What follows belongs to an exercise in optimizing a design on an open flow for small area, a short achievable clock period and few clock cycles; a production flow would make more cautious choices. Where RTL was checked, it was by simulation tests only, not by an equivalence proof against the original. For run 2, only the layout was checked, not whether the RTL still works. Power is estimated from default activity; no workload was simulated.

## design/flow/design.v

```verilog
module s_mem(input logic clk,
             input logic init,
             input logic [7:0] r,        
             input logic [7:0] u,        
             output logic [7:0] a0,      
             output logic [7:0] a255,    
             output logic [7:0] sj,      
             output logic [7:0] ks);     
    logic [7:0] w [0:255];
    logic [255:0] d, e;
    always_comb begin
        for (int p = 0; p < 256; p++) begin
            d[p] = (r == p[7:0]);
            e[p] = (u == p[7:0]);
        end
    end
    always_comb begin
        sj = 8'h00;
        ks = 8'h00;
        for (int p = 0; p < 256; p++) begin
            sj = sj | ({8{d[p]}} & w[(p + 1) % 256]);
            ks = ks | ({8{e[p]}} & w[p]);
        end
    end
    assign a0 = w[0];
    assign a255 = w[255];
    genvar g;
    generate
        for (g = 0; g < 255; g++) begin : g_word
            always_ff @(posedge clk)
                if (init) w[g] <= g;
                else      w[g] <= d[g] ? w[0] : w[g + 1];
        end
    endgenerate
    always_ff @(posedge clk)
        if (init) w[255] <= 8'd255;
        else      w[255] <= sj;
endmodule
module crack(input logic clk, input logic rst_n,
             input logic en, output logic rdy,
             input logic [23:0] key_start,
             output logic [23:0] key, output logic key_valid,
             output logic [7:0] ct_addr, input logic [7:0] ct_rddata);
    localparam logic [1:0] IDLE = 2'd0, RUN = 2'd1, DONE = 2'd2;
    logic [1:0] state;
    logic [9:0] cnt;
    logic [1:0] m3;              
    logic [7:0] q, v, ksq, ctq;
    logic [9:0] tlast;           
    logic init, rot, ksa, prga, check;
    logic [7:0] si, sj, ks, a255, r, u, kb;
    logic [7:0] pt;
    logic good;
    assign init  = (state == IDLE) || (state == RUN && cnt == 10'd0);
    assign ksa   = (state == RUN) && (cnt >= 10'd1) && (cnt <= 10'd256);
    assign rot   = (cnt == 10'd257);
    assign prga  = (cnt >= 10'd258);
    assign check = (state == RUN) && (cnt >= 10'd260);
    s_mem s(.clk(clk), .init(init), .r(r), .u(u),
            .a0(si), .a255(a255), .sj(sj), .ks(ks));
    assign r = rot ? 8'hFF : q + si;
    assign u = v + a255;
    always_comb begin
        case (m3)
            2'd0:    kb = key[23:16];
            2'd1:    kb = key[15:8];
            default: kb = key[7:0];
        endcase
    end
    assign pt = ksq ^ ctq;
    assign good = (pt >= 8'h20) && (pt <= 8'h7E);
    always_ff @(posedge clk) begin
        ksq <= ks;
        ctq <= ct_rddata;
        v <= si - cnt[7:0];
        if (state == IDLE)
            q <= key_start[23:16] - 8'd1;
        else if (init)
            q <= key[23:16] - 8'd1;
        else if (ksa)
            q <= r + kb - 8'd1;
        else if (rot)
            q <= 8'hFE;
        else
            q <= r - 8'd1;
        if (init)
            m3 <= 2'd1;
        else if (ksa)
            m3 <= (m3 == 2'd2) ? 2'd0 : m3 + 2'd1;
        if (cnt == 10'd100)
            tlast <= {2'b00, ctq} + 10'd259;
        if (cnt >= 10'd257)
            ct_addr <= ct_addr + 8'd1;
        else
            ct_addr <= 8'd0;
    end
    always_ff @(posedge clk or negedge rst_n) begin
        if (!rst_n) begin
            state <= IDLE;
            cnt <= 10'd0;
            key <= 24'd0;
            rdy <= 1'b0;
            key_valid <= 1'b0;
        end else begin
            case (state)
                IDLE: if (en) begin
                    state <= RUN;
                    key <= key_start;
                    cnt <= 10'd1;
                end
                RUN: begin
                    if (check && !good) begin
                        if (key == 24'hFFFFFF) begin
                            state <= DONE;
                            rdy <= 1'b1;
                            key_valid <= 1'b0;
                        end else begin
                            key <= key + 24'd1;
                            cnt <= 10'd0;
                        end
                    end else if (check && cnt == tlast) begin
                        state <= DONE;
                        rdy <= 1'b1;
                        key_valid <= 1'b1;
                    end else begin
                        cnt <= cnt + 10'd1;
                    end
                end
                default: ;
            endcase
        end
    end
endmodule
```

## design/flow/run.sh

```bash
#!/bin/bash
# synth_recipe.tcl (not shown) runs the flow's synth.tcl, then flattens the netlist and writes it again
# the make line also repeats each setting of config.mk as NAME=value (left out here)
make -C /OpenROAD-flow-scripts/flow DESIGN_CONFIG=/design/flow/config.mk WORK_HOME=/design/flow/orfs CLKGATE_MAP_FILE= SYNTH_SCRIPT=/design/flow/synth_recipe.tcl finish
```

## design/flow/config.mk

```make
export PLATFORM = sky130hd
export DESIGN_NAME = crack
export DESIGN_NICKNAME = crack
export VERILOG_FILES = /design/flow/design.v
export SDC_FILE = /design/flow/constraint.sdc
export NUM_CORES = 4
export LEC_CHECK = 0
export CAP_MARGIN = 20
export CORE_MARGIN = 2
export CORE_UTILIZATION = 40
export SLEW_MARGIN = 20
```

## design/flow/constraint.sdc

```tcl
create_clock -name core_clock -period 10.0 [get_ports {clk}]
set_input_delay 2.0000 -clock core_clock [delete_from_list [all_inputs] [get_ports {clk}]]
set_output_delay 2.0000 -clock core_clock [all_outputs]
set_load 0.01 [all_outputs]
```

==> results_dict.tcl, run 1 <==
set metrics [dict create \
    status "stopped before the end" \
    stop_stage "5_1_grt" \
    error_line "[ERROR GRT-0116] Global routing finished with congestion. Check the congestion regions in the DRC Viewer." \
    grt_start_max_net_pins 202 \
    synth_fp_nets 14852 \
    die_width_um 527 \
    grt_usage_pct 121 \
    syn-instance-count 14764 \
    synth-seq-cells 2138 \
    post_cts.repair.setup_buffers 0 \
    numPortBuffers 68 \
    grt_pass1_vias 173752 \
    clock_sinks 2138 \
    place_congestion 2.07 \
    placedCellCount 18360 \
    ys_types 106 \
    post-dp-hpwl_um 1280000 \
    h-tree-depth 4 \
    place_area_mm2 0.122 \
    seq_area_frac_synth_pct 39.4 \
    rows 191 \
    ctsHoldBuffers 0 \
    yosysWarnings 3 \
    pin_count 69 \
    synth_edf_count 10 \
    grt_pass1_wl_um 2190000 \
    ctsResizeCount 0 \
    fp.dieH_um 527 \
    avgSynthCellArea_um2 7.40 \
    grt_overflow 51838 \
    numCtsBuffers 223 \
    clockRootBuffer "clkbuf_16" \
    ys_async_sr_fraction_pct 1.78 \
    synth_flop_cell "dfxtp_1" \
    clockBufferDepth 4 \
    start_util_pct 40.3 \
    synth_area_mm2 0.109 \
]
## Yosys cell counts, drive strengths merged (36+ instances only)
master / number / area (µm²)
nand2: 4407 / 16500
dfxtp: 2090 / 41800
a21oi: 1351 / 6770
nand3: 1091 / 5470
clkbuf: 1005 / 3770
a22oi: 749 / 5620
nor2: 517 / 1940
o211ai: 438 / 3300
nand4: 312 / 1950
nor3: 240 / 1240
a221oi: 209 / 1830
a22o: 208 / 1820
buf: 205 / 910
o21ai: 182 / 915
a32oi: 175 / 1530
nor4: 133 / 832
mux2i: 127 / 1270
and3: 124 / 776
o22ai: 107 / 669
a2111oi: 83 / 752
a32o: 77 / 771
a31oi: 70 / 438
inv: 70 / 263
a211oi: 69 / 538
a222oi: 53 / 531
ha: 49 / 613
dfrtp: 38 / 951
xor2: 38 / 340
a311oi: 37 / 342
o2bb2ai: 36 / 315
xnor2: 36 / 338
## metal layers
metal,overflow,track usage (%)
met1,11578,113
met3,6975,108
met4,5114,112
met5,658,97.0
met2,27513,146
## worst min-delay path by stage
stage	startpoint	to	slack [ps]	cells past startpoint
after global placement	s.w[186][6]$_SDFF_PN0_	s.w[185][6]$_SDFF_PN0_	450	2
after detailed placement	s.w[184][6]$_SDFF_PN0_	s.w[183][6]$_SDFF_PN0_	450	2
after floorplan	s.w[184][6]$_SDFF_PN0_	s.w[183][6]$_SDFF_PN0_	440	2
after CTS	s.w[101][3]$_SDFF_PN0_	s.w[100][3]$_SDFF_PN0_	430	2
## power groups by stage
stage          Combinational (W)  Clock (W)  Sequential, W
3_5_place_dp              0.0623          0         0.0258
2_1_floorplan             0.0215          0         0.0152
4_1_cts                   0.0625    0.00886         0.0257
3_3_place_gp              0.0623          0         0.0259
## kinds of logic after synthesis
| family | after synthesis | share of synthesized area [%] |
|---|---|---|
| XOR/XNOR | 74 | 0.620 |
| flip-flops | 2138 | 39.4 |
| AO/OA/AOI/OAI | 4071 | 25.8 |
| multiplexers | 161 | 1.56 |
| AND/OR/NAND/NOR | 6987 | 27.4 |
| buffers and inverters | 1280 | 4.53 |
| adder cells (fa/ha/maj) | 53 | 0.634 |
## per-stage QoR
stage	power, W	util [%]	hold WS [ps]	worst slack, ps
3_5_place_dp	0.0881	44.9	449	2940
2_1_floorplan	0.0367	-	436	4980
4_1_cts	0.0970	47.7	434	2920
3_3_place_gp	0.0882	44.7	447	1170
Testbench counts, summed over its fixed seeds: cycles 480,868.
==> run 2: changes to the inputs <==
--- a/design/flow/design.v
+++ b/design/flow/design.v
@@ -8,26 +8,42 @@
              output logic [7:0] ks);     
-    logic [7:0] w [0:255];
-    logic [255:0] d, e;
+    logic [7:0] sw [0:255];
+    logic [255:0] e, f, ne, nf, k;
+    logic [7:0] a0_t, a0_n;
     always_comb begin
         for (int p = 0; p < 256; p++) begin
-            d[p] = (r == p[7:0]);
-            e[p] = (u == p[7:0]);
+            e[p] = (r == p[7:0]) && !init;      
+            f[p] = (r != p[7:0]) && !init;      
+            ne[p] = !e[p];
+            nf[p] = !f[p];
+            k[p] = (u == p[7:0]);
         end
     end
+    logic [7:0] sj_ev, sj_od, ks_ev, ks_od;
     always_comb begin
-        sj = 8'h00;
-        ks = 8'h00;
-        for (int p = 0; p < 256; p++) begin
-            sj = sj | ({8{d[p]}} & w[(p + 1) % 256]);
-            ks = ks | ({8{e[p]}} & w[p]);
+        sj_ev = 8'h00; sj_od = 8'h00;
+        ks_ev = 8'h00; ks_od = 8'h00;
+        for (int p = 0; p < 256; p += 2) begin
+            sj_od = sj_od | ({8{e[p]}} & sw[p + 1]);
+            sj_ev = sj_ev | ({8{e[p + 1]}} & sw[(p + 2) % 256]);
+            ks_ev = ks_ev | ({8{k[p]}} & sw[p]);
+            ks_od = ks_od | ({8{k[p + 1]}} & sw[p + 1]);
         end
     end
-    assign a0 = w[0];
-    assign a255 = w[255];
-    genvar g;
+    assign sj = r[0] ? sj_ev : ~sj_od;
+    assign ks = u[0] ? ~ks_od : ks_ev;
+    assign a0_t = sw[0];
+    assign a0_n = ~sw[0];
+    assign a0 = a0_t;
+    assign a255 = ~sw[255];
+    genvar g, b;
     generate
         for (g = 0; g < 255; g++) begin : g_word
-            always_ff @(posedge clk)
-                if (init) w[g] <= g;
-                else      w[g] <= d[g] ? w[0] : w[g + 1];
+            for (b = 0; b < 8; b++) begin : g_bit
+                localparam bit INIT1 = ((g >> b) & 1) != (g & 1);
+                logic x;
+                assign x = (g & 1) ? a0_t[b] : a0_n[b];
+                always_ff @(posedge clk)
+                    if (INIT1) sw[g][b] <= !((e[g] && x) || (f[g] && sw[g + 1][b]));
+                    else       sw[g][b] <= !((ne[g] || x) && (nf[g] || sw[g + 1][b]));
+            end
         end
@@ -35,4 +51,4 @@
     always_ff @(posedge clk)
-        if (init) w[255] <= 8'd255;
-        else      w[255] <= sj;
+        if (init) sw[255] <= 8'd0;
+        else      sw[255] <= ~sj;
 endmodule
--- a/design/flow/config.mk
+++ b/design/flow/config.mk
@@ -9,3 +9,3 @@
 export CORE_MARGIN = 2
-export CORE_UTILIZATION = 40
+export CORE_UTILIZATION = 30
 export SLEW_MARGIN = 20
==> run 2 against run 1 <==
Against the previous run: synthesized cell count shrank 12%; area after synthesis shrank 3.7%; the run again fails in 5_1_grt.
==> results_dict.tcl, run 2 <==
set metrics [dict create \
    avgSynthCellArea_um2 8.13 \
    post_cts.repair.setup_buffers 0 \
    start_util_pct 30.1 \
    ctsResizeCount 0 \
    die_width_um 596 \
    error_line "[ERROR GRT-0116] Global routing finished with congestion. Check the congestion regions in the DRC Viewer." \
    post-dp-hpwl_um 1460000 \
    grt_overflow 35499 \
    ctsHoldBuffers 0 \
    synth_fp_nets 13036 \
    place_area_mm2 0.122 \
    muxShareOfSynthArea_pct 4.77 \
    synth.most_common_cell "dfxtp_1" \
    synth_simple_gate_area_share_pct 19.4 \
    h-tree-depth 4 \
    stop_stage "5_1_grt" \
    pin_count 69 \
    status "stopped before the end" \
    synth_area_leader_cell "dfxtp_1" \
    synth_top_area_share_pct 39.8 \
    grt_usage_pct 107 \
    rows 217 \
    fp.dieH_um 596 \
    clockRootBuffer "clkbuf_16" \
    syn-instance-count 12948 \
    synthTopCellsByCount "dfxtp_1 (2090), nand2_1 (2000), nor2_1 (1249), a22oi_1 (932), clkbuf_1 (890)" \
    numPortBuffers 68 \
    place_congestion 1.64 \
    synth_edf_count 10 \
    ys_async_sr_fraction_pct 1.78 \
    ys_types 97 \
    synth_top_family_by_area "compound AO/OA/AOI/OAI gates" \
    grt_pass1_vias 181383 \
    clock_sinks 2138 \
    synth_flop_cell "dfxtp_1" \
    synth_xor_xnor_area_share_pct 0.657 \
    clockBufferDepth 4 \
    synth_area_leaders "dfxtp_1 (40%), nand2_1 (7.1%), a22oi_1 (6.6%), nor2_1 (4.5%), a211oi_1 (4.4%)" \
    synth_compound_area_share_pct 29.3 \
    numCtsBuffers 240 \
    synth_area_mm2 0.105 \
    yosysWarnings 3 \
    grt_pass1_wl_um 2530000 \
    synth-seq-cells 2138 \
    grt_start_max_net_pins 143 \
    seq_area_frac_synth_pct 40.9 \
    synthAdderAreaFrac_pct 0.659 \
    dp_slack_ps 2550 \
]
==> run 2: logic make-up after synthesis <==
logic type                 after synthesis
buffers and inverters                 1155
adders and majority gates               53
xor gates and xnor gates                79
AOI/OAI and AO/OA                     4407
and+or+nand+nor                       4661
muxes                                  455
DFF                                   2138
==> run 2: per-stage QoR <==
step	power (W)	instances	hold WS (ps)
4_1_cts	0.106	18430	433
3_5_place_dp	0.0960	17986	434
3_3_place_gp	0.0964	17966	431
2_1_floorplan	0.0355	12948	419
==> run 2: worst min-delay path by stage <==
stage,start,end,depth (start not counted)
after CTS,s.sw[191][0]$_DFF_P_,s.sw[190][0]$_DFF_P_,1
after detailed placement,s.sw[191][0]$_DFF_P_,s.sw[190][0]$_DFF_P_,1
after global placement,s.sw[191][0]$_DFF_P_,s.sw[190][0]$_DFF_P_,1
after floorplan,s.sw[226][6]$_DFF_P_,s.sw[225][6]$_DFF_P_,1
==> run 2: routing by layer <==
metal	GRT overflow	global-route usage (%)
met1	5444	102
met2	20579	125
met3	4016	98.5
met4	5024	104
met5	436	89.7
==> run 2: power by group through the flow <==
stage / logic, W / clock network [W] / registers (W)
2_1_floorplan: 0.0204 / 0 / 0.0151
3_3_place_gp: 0.0694 / 0 / 0.0270
3_5_place_dp: 0.0692 / 0 / 0.0269
4_1_cts: 0.0693 / 0.00976 / 0.0267
